From an optimization exercise on the open Yosys and OpenROAD flow, aimed at small area, a short achievable clock period and few clock cycles per item; shortcuts taken in it are not production practice. The RTL was checked by simulation tests, not by an equivalence proof against the original design.

Design haraka_s_core, start of the top module:
module haraka_s_core (clk, reset, in_valid, in_ready, in_first, in_block, out_valid, out_rate);
clock: 7.8 ns
lec_check: 0
cap_margin: 20
core_margin: 2
core_utilization: 50
setup_slack_margin: 0.5
slew_margin: 20
synth_hierarchical: 1
synth_minimum_keep_size: 0
standard.sh (not shown) runs the stock make flow with config.mk's settings and CLKGATE_MAP_FILE= SYNTH_SCRIPT=/design/flow/synth_recipe.tcl, a recipe that flattens the netlist after the stock synthesis.
==> flow/flow/run.sh <==
#!/bin/bash
set -euo pipefail
export BUFFER_PORTS_ARGS="-buffer_cell sky130_fd_sc_hd__buf_1"
sed 's/SETUP_SLACK_MARGIN=[0-9.]*/SETUP_SLACK_MARGIN=1.5/' standard.sh > standard_to_cts.sh
grep -q 'SETUP_SLACK_MARGIN=1.5' standard_to_cts.sh
bash standard_to_cts.sh cts > flow_to_cts.log 2>&1
bash standard.sh > flow_to_finish.log 2>&1
Testbench counts at the start, summed over its fixed seeds: cycles 12,808, items 1,280.
Next try:
==> flow/flow/run.sh (replaced) <==
#!/bin/bash
set -euo pipefail
export BUFFER_PORTS_ARGS="-buffer_cell sky130_fd_sc_hd__buf_1"
sed 's/SETUP_SLACK_MARGIN=[0-9.]*/SETUP_SLACK_MARGIN=1.0/' standard.sh > standard_to_cts.sh
grep -q 'SETUP_SLACK_MARGIN=1.0' standard_to_cts.sh
bash standard_to_cts.sh cts > flow_to_cts.log 2>&1
bash standard.sh > flow_to_finish.log 2>&1
Result: Critical path depth stays the same. Final cell count barely changes. Cell area drops by 6.5%. Worst hold slack is better by 0.027 ns. Synthesized cell count stays the same. Flip-flop and latch count does not change. Worst setup slack is worse by 0.51 ns. First-iteration DRC count climbs by 11%. Core utilization drops by 4.0 points.


haraka_s_core, a different RTL version from the one above (not shown whole).
For scale: about 520 flip-flops, ~520 I/O pins, roughly 0.11 mm^2 of cells after synthesis.
clock: 7.8 ns
lec_check: 0
cap_margin: 20
core_margin: 2
core_utilization: 50
setup_slack_margin: 0.3
slew_margin: 20
synth_hierarchical: 1
synth_minimum_keep_size: 0
==> flow/flow/run.sh <==
#!/bin/bash
set -euo pipefail
export BUFFER_PORTS_ARGS="-buffer_cell sky130_fd_sc_hd__buf_1"
bash standard.sh > standard_flow.log 2>&1
The first run went through all stages and came out clean.
Testbench counts at the start, summed over its fixed seeds: cycles 12,816, items 1,280.
Next try:
==> flow/flow/run.sh (replaced) <==
#!/bin/bash
set -euo pipefail
export BUFFER_PORTS_ARGS="-buffer_cell sky130_fd_sc_hd__buf_1"
sed 's/SETUP_SLACK_MARGIN=[0-9.]*/SETUP_SLACK_MARGIN=1.0/' standard.sh > standard_to_cts.sh
grep -q 'SETUP_SLACK_MARGIN=1.0' standard_to_cts.sh
bash standard_to_cts.sh cts > flow_to_cts.log 2>&1
bash standard.sh > flow_to_finish.log 2>&1
--- a/flow/config.mk
+++ b/flow/config.mk
@@ -9,5 +9,5 @@
 export CORE_MARGIN = 2
 export CORE_UTILIZATION = 50
-export SETUP_SLACK_MARGIN = 0.3
+export SETUP_SLACK_MARGIN = 0.5
 export SLEW_MARGIN = 20
 export SYNTH_HIERARCHICAL = 1
After rerunning:
- die area is unchanged
- register-to-register slack improved by 0.34 ns
- cell area rises by 1.2%
- clock skew rises by 0.0035 ns


Another version of the RTL of haraka_s_core (not shown whole).
Size: about 13000 cells after synthesis, roughly 520 flip-flops, roughly 520 I/O pins.
==> flow/config.mk <==
export PLATFORM = sky130hd
export DESIGN_NAME = haraka_s_core
export DESIGN_NICKNAME = haraka_s_core
export VERILOG_FILES = /design/flow/design.v
export SDC_FILE = /design/flow/constraint.sdc
export NUM_CORES = 4
export LEC_CHECK = 0
export CAP_MARGIN = 20
export CORE_MARGIN = 2
export CORE_UTILIZATION = 65
export SETUP_SLACK_MARGIN = 0.3
export SLEW_MARGIN = 20
export SYNTH_HIERARCHICAL = 1
export SYNTH_MINIMUM_KEEP_SIZE = 0
==> flow/constraint.sdc <==
create_clock -name core_clock -period 7.8 [get_ports {clk}]
set_input_delay 1.5600 -clock core_clock [delete_from_list [all_inputs] [get_ports {clk}]]
set_output_delay 1.5600 -clock core_clock [all_outputs]
set_load 0.01 [all_outputs]
run.sh (not shown) runs the stock make flow with config.mk's settings and CLKGATE_MAP_FILE= SYNTH_SCRIPT=/design/flow/synth_recipe.tcl, a recipe that flattens the netlist after the stock synthesis.
Stock flow here: none of the scripts above is used.
Testbench counts at the start, summed over its fixed seeds: cycles 12,816, items 1,280.
Then changed:
--- a/flow/config.mk
+++ b/flow/config.mk
@@ -9,3 +9,3 @@
 export CORE_MARGIN = 2
-export CORE_UTILIZATION = 65
+export CORE_UTILIZATION = 50
 export SETUP_SLACK_MARGIN = 0.3
Result: Clock skew is lower by 0.015 ns; core utilization is lower by 16 points; critical path depth is lower by 2; area after synthesis stays the same; setup slack gets better by 0.19 ns; wire length is higher by 4.5%; die area is higher by 30%.


haraka_s_core with an RTL version that a note above also has.
Size: roughly 13000 cells after synthesis, ~520 flip-flops.
Settings: LEC_CHECK=0, CAP_MARGIN=10, CORE_MARGIN=2, CORE_UTILIZATION=50, SETUP_SLACK_MARGIN=0.5, SLEW_MARGIN=10, SYNTH_HIERARCHICAL=1, SYNTH_MINIMUM_KEEP_SIZE=0; clock period 7.8 ns.
standard.sh (not shown) runs the stock make flow with config.mk's settings and CLKGATE_MAP_FILE= SYNTH_SCRIPT=/design/flow/synth_recipe.tcl, a recipe that flattens the netlist after the stock synthesis.
==> flow/flow/run.sh <==
#!/bin/bash
set -euo pipefail
export BUFFER_PORTS_ARGS="-buffer_cell sky130_fd_sc_hd__buf_1"
sed 's/SETUP_SLACK_MARGIN=[0-9.]*/SETUP_SLACK_MARGIN=1.5/' standard.sh > standard_to_cts.sh
grep -q 'SETUP_SLACK_MARGIN=1.5' standard_to_cts.sh
bash standard_to_cts.sh cts > flow_to_cts.log 2>&1
bash standard.sh > flow_to_finish.log 2>&1
The baseline finished with timing, DRC and antenna clean.
Testbench counts at the start, summed over its fixed seeds: cycles 12,816, items 1,280.
Then changed:
==> flow/run.sh (new file) <==
#!/bin/bash
# synth_recipe.tcl (not shown) runs the flow's synth.tcl, then flattens the netlist and writes it again
# the make line also repeats each setting of config.mk as NAME=value (left out here)
make -C /OpenROAD-flow-scripts/flow DESIGN_CONFIG=/design/flow/config.mk WORK_HOME=/design/flow/orfs CLKGATE_MAP_FILE= SYNTH_SCRIPT=/design/flow/synth_recipe.tcl finish
--- a/flow/config.mk
+++ b/flow/config.mk
@@ -8 +8 @@
-export CAP_MARGIN = 10
+export CAP_MARGIN = 20
@@ -11,2 +11,2 @@
-export SETUP_SLACK_MARGIN = 0.5
-export SLEW_MARGIN = 10
+export SETUP_SLACK_MARGIN = 0.3
+export SLEW_MARGIN = 20
removed: flow/flow/run.sh
removed: flow/standard.sh
Outcome: Wire length went down by 3.0%. Synthesized cell count is unchanged. Register-to-register slack is worse by 540 ps. Die area does not change. Synthesized area stays the same. Global-route usage came out lower by 1.7 points. Critical path depth climbs by 1. Fmax decreases by 7.5%. Clock skew increases by 11 ps. Via count shrinks by 0.86%.

## what the ideal ports hide
How much do the figures lean on ideal ports? The routed layouts below were timed once more, with nothing changed but the port constraints.
Step 1 sets driving cells, clkbuf_16 on the clock port and buf_2 on the other inputs (assumed; they add their load-dependent delay and slew).
Step 2 adds t to the input delays and takes it off the output delays; t is the mean of the earliest and latest rising clock arrival at the registers after step 1. Input paths then give back, and output paths get back, about the clock's delay inside the block.
Three values: ideal, step 1, step 2; two values: the first two.
| run | t, ns | setup WS [ns] | hold WS [ns] | worst register clock-pin slew, ns | worst data-port slew with drivers (ns) |
|---|---|---|---|---|---|
| the first run of note 1 | 0.809 | 1.112 / 1.112 / 0.414 | 0.705 / 0.705 / 0.705 | 0.07 / 0.07 | 0.17 |
| the second run of note 1 | 0.851 | 0.606 / 0.606 / -0.119 | 0.732 / 0.732 / 0.732 | 0.08 / 0.08 | 0.13 |
| the first run of note 2 | 0.833 | 0.378 / 0.378 / 0.378 | 0.582 / 0.582 / 0.582 | 0.07 / 0.07 | 0.10 |
| the second run of note 2 | 0.830 | 0.721 / 0.721 / 0.628 | 0.579 / 0.579 / 0.579 | 0.07 / 0.07 | 0.10 |
| the first run of note 3 | 0.791 | 0.386 / 0.386 / 0.246 | 0.667 / 0.667 / 0.667 | 0.08 / 0.08 | 0.08 |
| the second run of note 3 | 0.820 | 0.578 / 0.578 / 0.374 | 0.593 / 0.593 / 0.593 | 0.07 / 0.07 | 0.09 |
| the first run of note 4 | 0.826 | 1.092 / 1.092 / 0.957 | 0.584 / 0.584 / 0.584 | 0.07 / 0.07 | 0.09 |
| the second run of note 4 | 0.821 | 0.551 / 0.551 / 0.246 | 0.594 / 0.594 / 0.594 | 0.07 / 0.07 | 0.09 |
With both steps, setup timing fails in the second run of note 1, where it was met with ideal ports. The setup slack of the second run of note 1, which loses most, moves by 0.000 ns with the drivers and by -0.725 ns with both steps.
